Background: an optimization exercise with open tools, aiming at small area. Do not read the settings as production practice.
Only simulation tests tie the RTL to the original design; equivalence was not proved.

Design SystolicCore, start of the top module:
module SystolicCore(
	input clk,
	input rst,
	input start,
	input mode_conv_mm,
	input isac,
	input isrelu,
	input isbn,
	input [22:0] dfsm_config,
	input all_data_rdy,
	input pe_config_1_1,
	input pe_config_1_2,
	input pe_config_1_3,
	input pe_config_2_1,
	input pe_config_2_2,
	input pe_config_2_3,
	input [7:0] data_horz_1_1,
	input [7:0] data_horz_1_2,
	input [7:0] data_horz_1_3,
	input [7:0] data_horz_2_1,
	input [7:0] data_horz_2_2,
	input [7:0] data_horz_2_3,
	input [7:0] data_obli_1,
	input [7:0] data_obli_2,
	input [7:0] data_obli_3,
	input [7:0] data_obli_4,
	input [7:0] data_obli_5,
	input [7:0] data_obli_6,
	input [15:0] data_bn_1,
	input [15:0] data_bn_2,
	input data_bn_en,
	output data_preread,
	output [7:0] dout_1_1,
	output [7:0] dout_1_2,
	output [7:0] dout_1_3,
	output [7:0] dout_1_4,
	output [7:0] dout_2_1,
	output [7:0] dout_2_2,
	output [7:0] dout_2_3,
	output [7:0] dout_2_4,
	output dout_en_1_1,
	output dout_en_1_2,
	output dout_en_1_3,
	output dout_en_1_4,
	output dout_en_2_1,
	output dout_en_2_2,
	output dout_en_2_3,
	output dout_en_2_4
);
For scale: ~7,500 cells after synthesis, ~240 I/O pins, ~76,000 um2 of cells after synthesis.
clock: 12.0 ns
lec_check: 0
cap_margin: 0
core_margin: 2
core_utilization: 55
cts_buf_list: sky130_fd_sc_hd__clkbuf_4
cts_cluster_diameter: 80
cts_cluster_size: 8
place_density: 0.65
slew_margin: 0
standard.sh (not shown) runs the stock make flow with config.mk's settings and CLKGATE_MAP_FILE= SYNTH_SCRIPT=/design/flow/synth_recipe.tcl, a recipe that flattens the netlist after the stock synthesis.
==> flow/flow/run.sh <==
#!/bin/bash
# The standard layout, with the port buffers made of the smallest buffer.
set -e
export BUFFER_PORTS_ARGS="-buffer_cell sky130_fd_sc_hd__buf_1"
bash standard.sh > standard_flow.log 2>&1
The first run passed the timing, DRC and antenna checks.
Next try:
- CORE_UTILIZATION: 55 -> 60
- PLACE_DENSITY: 0.65 -> 0.7
Outcome: The changed run completed without violations; wire length is lower slightly; design area stays flat; die area falls by a little under a tenth; worst setup slack gains 140 ps; synthesized area stays the same; global-route usage grows by 2.0 points; maximum frequency climbs slightly; hold slack gets better by 65 ps.

---

## beta
Another version of the RTL of SystolicCore (not shown whole).
Size: roughly 7600 cells after synthesis, ~1500 flip-flops, about 77000 µm² of cells after synthesis.
==> flow/config.mk <==
export PLATFORM = sky130hd
export DESIGN_NAME = SystolicCore
export DESIGN_NICKNAME = SystolicCore
export VERILOG_FILES = /design/flow/design.v
export SDC_FILE = /design/flow/constraint.sdc
export NUM_CORES = 4
export LEC_CHECK = 0
export CAP_MARGIN = 0
export CORE_MARGIN = 2
export CORE_UTILIZATION = 60
export CTS_BUF_LIST = sky130_fd_sc_hd__clkbuf_4
export CTS_CLUSTER_DIAMETER = 60
export CTS_CLUSTER_SIZE = 9
export PLACE_DENSITY = 0.7
export SLEW_MARGIN = 0
==> flow/constraint.sdc <==
create_clock -name core_clock -period 12.0 [get_ports {clk}]
set_input_delay 2.4000 -clock core_clock [delete_from_list [all_inputs] [get_ports {clk}]]
set_output_delay 2.4000 -clock core_clock [all_outputs]
set_load 0.01 [all_outputs]
Scripts as last shown in full above: flow/flow/run.sh
Modified inputs, delta compared to beta
- CTS_CLUSTER_SIZE now 8, was 9
- CTS_CLUSTER_DIAMETER now 80, was 60
[summary]
delta vs beta, worst setup slack after layout went down by 23 ps.
Cmp beta and delta / post-route clock period utilization / higher: delta
Routed wire length: delta vs beta, no meaningful difference

---

P:
Another version of the RTL of SystolicCore (not shown whole).
For scale: roughly 8,000 cells after synthesis, roughly 1,500 flip-flops, roughly 79,000 µm² of cells after synthesis.
Design SystolicCore, start of the top module:
module SystolicCore(
	input clk,
	input rst,
	input start,
	input mode_conv_mm,
	input isac,
	input isrelu,
	input isbn,
	input [22:0] dfsm_config,
	input all_data_rdy,
	input pe_config_1_1,
	input pe_config_1_2,
	input pe_config_1_3,
	input pe_config_2_1,
	input pe_config_2_2,
	input pe_config_2_3,
	input [7:0] data_horz_1_1,
	input [7:0] data_horz_1_2,
	input [7:0] data_horz_1_3,
	input [7:0] data_horz_2_1,
	input [7:0] data_horz_2_2,
	input [7:0] data_horz_2_3,
	input [7:0] data_obli_1,
	input [7:0] data_obli_2,
	input [7:0] data_obli_3,
	input [7:0] data_obli_4,
	input [7:0] data_obli_5,
	input [7:0] data_obli_6,
	input [15:0] data_bn_1,
	input [15:0] data_bn_2,
	input data_bn_en,
	output data_preread,
	output [7:0] dout_1_1,
	output [7:0] dout_1_2,
	output [7:0] dout_1_3,
	output [7:0] dout_1_4,
	output [7:0] dout_2_1,
	output [7:0] dout_2_2,
	output [7:0] dout_2_3,
	output [7:0] dout_2_4,
	output dout_en_1_1,
	output dout_en_1_2,
	output dout_en_1_3,
	output dout_en_1_4,
	output dout_en_2_1,
  ...
==> flow/config.mk <==
export PLATFORM = sky130hd
export DESIGN_NAME = SystolicCore
export DESIGN_NICKNAME = SystolicCore
export VERILOG_FILES = /design/flow/design.v
export SDC_FILE = /design/flow/constraint.sdc
export NUM_CORES = 4
export LEC_CHECK = 0
export CAP_MARGIN = 0
export CORE_MARGIN = 2
export CORE_UTILIZATION = 60
export CTS_BUF_LIST = sky130_fd_sc_hd__clkbuf_4
export PLACE_DENSITY = 0.7
export SLEW_MARGIN = 0
==> flow/constraint.sdc <==
create_clock -name core_clock -period 12.0 [get_ports {clk}]
set_input_delay 2.4000 -clock core_clock [delete_from_list [all_inputs] [get_ports {clk}]]
set_output_delay 2.4000 -clock core_clock [all_outputs]
set_load 0.01 [all_outputs]
Scripts as last shown in full above: flow/flow/run.sh
P went all the way through synthesis, placement and routing and the layout is clean on timing, DRC and antenna.
diff inputs: P => Q
Settings: setting CTS_CLUSTER_DIAMETER to 80 for the first time; setting CTS_CLUSTER_SIZE to 9 for the first time.
--- outcome ---
The worst-case setup margin in the final layout on Q is in line with that on P.
Going from P to Q, design area saw a decrease, final weighted congestion of routability-driven global placement about even.
The following lists how R was set up differently from Q:
Settings: CTS_CLUSTER_DIAMETER changed from 80 to 35; CTS_CLUSTER_SIZE changed from 9 to 10.
==> comparison <==
- Relative to Q, the count of clock-buffer cells in the layout measured on R has increased by more than a quarter.
- R — signed area change from the synthesized netlist to the final layout 3.1 points higher, Q as reference
- Looking at Q and R, the routed wire length is a wash.
- R finished every step from synthesis to the final layout, and the layout passed the timing, DRC and antenna checks.
### R -> S
Settings: a deleted CTS_CLUSTER_DIAMETER that had been 35; an added SETUP_SLACK_MARGIN of 0.3; a change of SLEW_MARGIN from 0 to 20; a deleted CTS_CLUSTER_SIZE that had been 10; a change of CAP_MARGIN from 0 to 20.
==> flow/run.sh (new file) <==
#!/bin/bash
# synth_recipe.tcl (not shown) runs the flow's synth.tcl, then flattens the netlist and writes it again
# the make line also repeats each setting of config.mk as NAME=value (left out here)
make -C /OpenROAD-flow-scripts/flow DESIGN_CONFIG=/design/flow/config.mk WORK_HOME=/design/flow/orfs CLKGATE_MAP_FILE= SYNTH_SCRIPT=/design/flow/synth_recipe.tcl finish
removed: flow/flow/run.sh
removed: flow/standard.sh
- R finished every stage and its layout cleared the timing, DRC and antenna checks.
- The final layout from S, which completed every stage, passed the timing, DRC and antenna checks at the end of the flow.
- S gives more clock buffer and inverter area fraction after layout than R did.
- Standard-cell row count came out exactly the same in R and S.
- Overall track demand over capacity in global routing (lower): R

==> static timing again, ports no longer ideal <==
No port has a modelled driver above. Below, the same layouts with a new extraction and two added sets of constraints. Step 1 sets driving cells, clkbuf_16 on the clock port and buf_2 on the other inputs (assumed; they add their load-dependent delay and slew). Step 2 adds t to the input delays and takes it off the output delays; t is the mean of the earliest and latest rising clock arrival at the registers after step 1. Input paths then give back, and output paths get back, about the clock's delay inside the block. Slacks: ideal ports / drivers / drivers and shift; pairs: ideal ports / drivers.
| run | t, ns | setup WS [ns] | latest minus earliest clock arrival (ns) | worst slew at a driven data input, ns |
|---|---|---|---|---|
| the first run of note 1 | 1.303 | 1.309 / 1.238 / 1.447 | 0.121 / 0.120 | 0.11 |
| the second run of note 1 | 1.298 | 1.452 / 1.370 / 1.444 | 0.097 / 0.097 | 0.08 |
| beta | 1.274 | 1.244 / 1.170 / 1.475 | 0.100 / 0.100 | 0.11 |
| delta | 1.291 | 1.221 / 1.147 / 1.508 | 0.111 / 0.111 | 0.11 |
| P | 1.382 | 1.073 / 1.007 / 1.007 | 0.092 / 0.092 | 0.14 |
| Q | 1.248 | 1.073 / 1.011 / 1.011 | 0.090 / 0.089 | 0.13 |
| R | 1.352 | 1.144 / 1.083 / 1.083 | 0.079 / 0.079 | 0.13 |
| S | 1.351 | 0.879 / 0.813 / 0.813 | 0.129 / 0.129 | 0.06 |
After both steps every run listed still meets setup and hold.
